From an optimization exercise on the open Yosys and OpenROAD flow, aimed at small area and a short achievable clock period; shortcuts taken in it are not production practice.
At most, simulation tests tie the RTL to the original design; equivalence was not proved.
The flow treats the clock pin as an ideal source. Dropping or thinning the clock tree relies on that and would not hold on a real chip.
Power is estimated from default activity; no workload was simulated.

Design axi_csr_fifo_top, start of the top module:
module axi_csr_fifo_top #(
    parameter ADDR_WIDTH = 12,
    parameter DATA_WIDTH = 32,
    parameter FIFO_DEPTH = 16
)(
    input  wire                         ACLK,
    input  wire                         ARESETn,
    input  wire [ADDR_WIDTH - 1:0]      S_AXI_AWADDR,
    input  wire                         S_AXI_AWVALID,
    output wire                         S_AXI_AWREADY,
    input  wire [DATA_WIDTH - 1:0]      S_AXI_WDATA,
    input  wire [(DATA_WIDTH/8) - 1:0]  S_AXI_WSTRB,
    input  wire                         S_AXI_WVALID,
    output wire                         S_AXI_WREADY,
    output wire [1:0]                   S_AXI_BRESP,
    output wire                         S_AXI_BVALID,
    input  wire                         S_AXI_BREADY,
    input  wire [ADDR_WIDTH - 1:0]      S_AXI_ARADDR,
    input  wire                         S_AXI_ARVALID,
    output wire                         S_AXI_ARREADY,
    output wire [DATA_WIDTH - 1:0]      S_AXI_RDATA,
    output wire [1:0]                   S_AXI_RRESP,
    output wire                         S_AXI_RVALID,
    input  wire                         S_AXI_RREADY,
    input  wire                         wr_en,
    input  wire                         rd_en,
    input  wire [DATA_WIDTH - 1:0]      data_in,
    output reg  [DATA_WIDTH - 1:0]      data_out
);
    reg        wready;
    reg        aw_en;
    reg        bvalid;
    reg        bresp1;
    reg        aw_is0;       
    reg [31:0] control;
    wire accept  = !wready && S_AXI_AWVALID && S_AXI_WVALID && aw_en;
    wire wr_fire = wready && S_AXI_AWVALID && S_AXI_WVALID;
    wire bhs     = bvalid && S_AXI_BREADY;
    always @(posedge ACLK or negedge ARESETn) begin
        if (!ARESETn) begin
            wready <= 1'b0;
            aw_en  <= 1'b1;
            bvalid <= 1'b0;
        end else begin
            wready <= accept;
            if (accept)
                aw_en <= 1'b0;
            else if (bhs)
                aw_en <= 1'b1;
  ...
clock: 5.0 ns
lec_check: 0
cap_margin: 20
core_margin: 2
core_utilization: 40
setup_slack_margin: 2.8
slew_margin: 20
run.sh (not shown) runs the stock make flow with config.mk's settings and CLKGATE_MAP_FILE= SYNTH_SCRIPT=/design/flow/synth_recipe.tcl, a recipe that flattens the netlist after the stock synthesis.
The baseline completed with no timing, DRC or antenna violations.
Then changed:
Settings changed: SETUP_SLACK_MARGIN 2.8 to 3.0.
Result:
- synthesized area stays the same
- sequential cell count is unchanged
- cell count went up by about 4.5%
- cell area went up by about 6.5%
- routed wire length went up by 8.2%
- power went up by 4.4%
- non-clock buffer count went up by 105
- critical path depth went up by 8
- via count went up by 6.5%
Function was not checked in any run of this note: the RTL went through the layout flow alone.

---

axi_csr_fifo_top, a different RTL version from the one above (not shown whole).
For scale: about 1300 cells after synthesis, about 660 flip-flops, roughly 170 I/O pins, about 0.024 sq mm of cells after synthesis.
==> flow/config.mk <==
export PLATFORM = sky130hd
export DESIGN_NAME = axi_csr_fifo_top
export DESIGN_NICKNAME = axi_csr_fifo_top
export VERILOG_FILES = /design/flow/design.v
export SDC_FILE = /design/flow/constraint.sdc
export NUM_CORES = 4
export LEC_CHECK = 0
export CAP_MARGIN = 20
export CORE_MARGIN = 2
export CORE_UTILIZATION = 40
export PLACE_DENSITY = 0.55
export SETUP_SLACK_MARGIN = 3.05
export SLEW_MARGIN = 20
==> flow/constraint.sdc <==
create_clock -name core_clock -period 5.0 [get_ports {ACLK}]
set_input_delay 1.0000 -clock core_clock [delete_from_list [all_inputs] [get_ports {ACLK}]]
set_output_delay 1.0000 -clock core_clock [all_outputs]
set_load 0.01 [all_outputs]
standard.sh (not shown) runs the stock make flow with config.mk's settings and CLKGATE_MAP_FILE= SYNTH_SCRIPT=/design/flow/synth_recipe.tcl, a recipe that flattens the netlist after the stock synthesis.
==> flow/flow/run.sh <==
#!/bin/bash
# The standard layout, with two changes:
#  - ports are buffered with buf_2 instead of the default pick;
#  - the clock tree is a balanced two-level tree built by flow/pre_cts.tcl
#    (4 root buffers fed by the clock port, each driving leaf buffers that
#    drive equal-sized spatial clusters of flip-flops).
set -euo pipefail
here=$(pwd)
export PRE_CTS_TCL=$here/flow/pre_cts.tcl
export BUFFER_PORTS_ARGS="-buffer_cell sky130_fd_sc_hd__buf_2"
bash standard.sh > standard.log 2>&1
==> flow/flow/pre_cts.tcl <==
# Runs before the standard CTS step: build the clock tree here and turn the
# standard clock_tree_synthesis call into a no-op.
source [file join [file dirname [info script]] clock_tree.tcl]
ct_build ACLK 28 4 sky130_fd_sc_hd__clkbuf_16 sky130_fd_sc_hd__clkbuf_16
rename clock_tree_synthesis ct_standard_cts
proc clock_tree_synthesis {args} {
  puts "clock_tree_synthesis skipped: the tree was built by pre_cts.tcl"
  set_propagated_clock [all_clocks]
}
Other scripts of this flow, unchanged in this note and not shown: flow/flow/clock_tree.tcl
Rerun with:
--- a/flow/flow/pre_cts.tcl
+++ b/flow/flow/pre_cts.tcl
@@ -3,3 +3,3 @@
 source [file join [file dirname [info script]] clock_tree.tcl]
-ct_build ACLK 28 4 sky130_fd_sc_hd__clkbuf_16 sky130_fd_sc_hd__clkbuf_16
+ct_build ACLK 28 4 sky130_fd_sc_hd__buf_12 sky130_fd_sc_hd__buf_12
 rename clock_tree_synthesis ct_standard_cts
--- a/flow/config.mk
+++ b/flow/config.mk
@@ -9,4 +9,3 @@
 export CORE_MARGIN = 2
-export CORE_UTILIZATION = 40
-export PLACE_DENSITY = 0.55
+export CORE_UTILIZATION = 42
 export SETUP_SLACK_MARGIN = 3.05
Outcome: Routed wire length climbs by 0.44%. Final cell count drops by 1.1%. Worst setup slack degrades by 0.012 ns. Design area drops by 0.70%.
Rerun with:
--- a/flow/flow/pre_cts.tcl
+++ b/flow/flow/pre_cts.tcl
@@ -3,3 +3,3 @@
 source [file join [file dirname [info script]] clock_tree.tcl]
-ct_build ACLK 28 4 sky130_fd_sc_hd__buf_12 sky130_fd_sc_hd__buf_12
+ct_build ACLK 28 4 sky130_fd_sc_hd__clkbuf_16 sky130_fd_sc_hd__clkbuf_16
 rename clock_tree_synthesis ct_standard_cts
Effect: Area after synthesis stays the same. Clock skew stays flat. Sequential power barely changes. Clock power came out higher by about 5%. Total power came out higher by 1.3%. Final area is about the same. First-iteration DRC count came out higher by 11%. Global-route usage came out higher by 0.12 points. Register-to-register slack improved by 0.02 ns. Critical path depth stays the same.
In every run of this note, the design's own scripts or RTL, not TritonCTS, make the clock network.

[port drivers added, routing unchanged]
The results above use ideal ports. As a check the final layouts listed here were re-extracted and re-timed, cells and wires unchanged. Step 1 sets driving cells, clkbuf_16 on the clock port and buf_2 on the other inputs (assumed; they add their load-dependent delay and slew). Step 2 adds t to the input delays and takes it off the output delays; t is the mean of the earliest and latest rising clock arrival at the registers after step 1. Input paths then give back, and output paths get back, about the clock's delay inside the block. a / b / c = ideal ports / drivers / drivers and shift; a / b = the first two.
| run | t (ns) | setup WS [ns] | worst slew at a driven data input, ns | cell pins on the clock port's net |
|---|---|---|---|---|
| the first run of note 1 | 0.655 | 2.785 / 2.726 / 2.158 | 0.09 | 1 |
| the second run of note 1 | 0.671 | 2.722 / 2.703 / 2.119 | 0.09 | 1 |
| the first run of note 2 | 0.490 | 3.034 / 2.942 / 2.633 | 0.07 | 4 |
| the second run of note 2 | 0.449 | 3.022 / 2.972 / 2.635 | 0.07 | 4 |
| the third run of note 2 | 0.487 | 3.029 / 2.931 / 2.602 | 0.07 | 4 |
After both steps setup and hold are still met in every run listed. The setup slack of the first run of note 1, which loses most, moves by -0.059 ns with the drivers and by -0.627 ns with both steps.
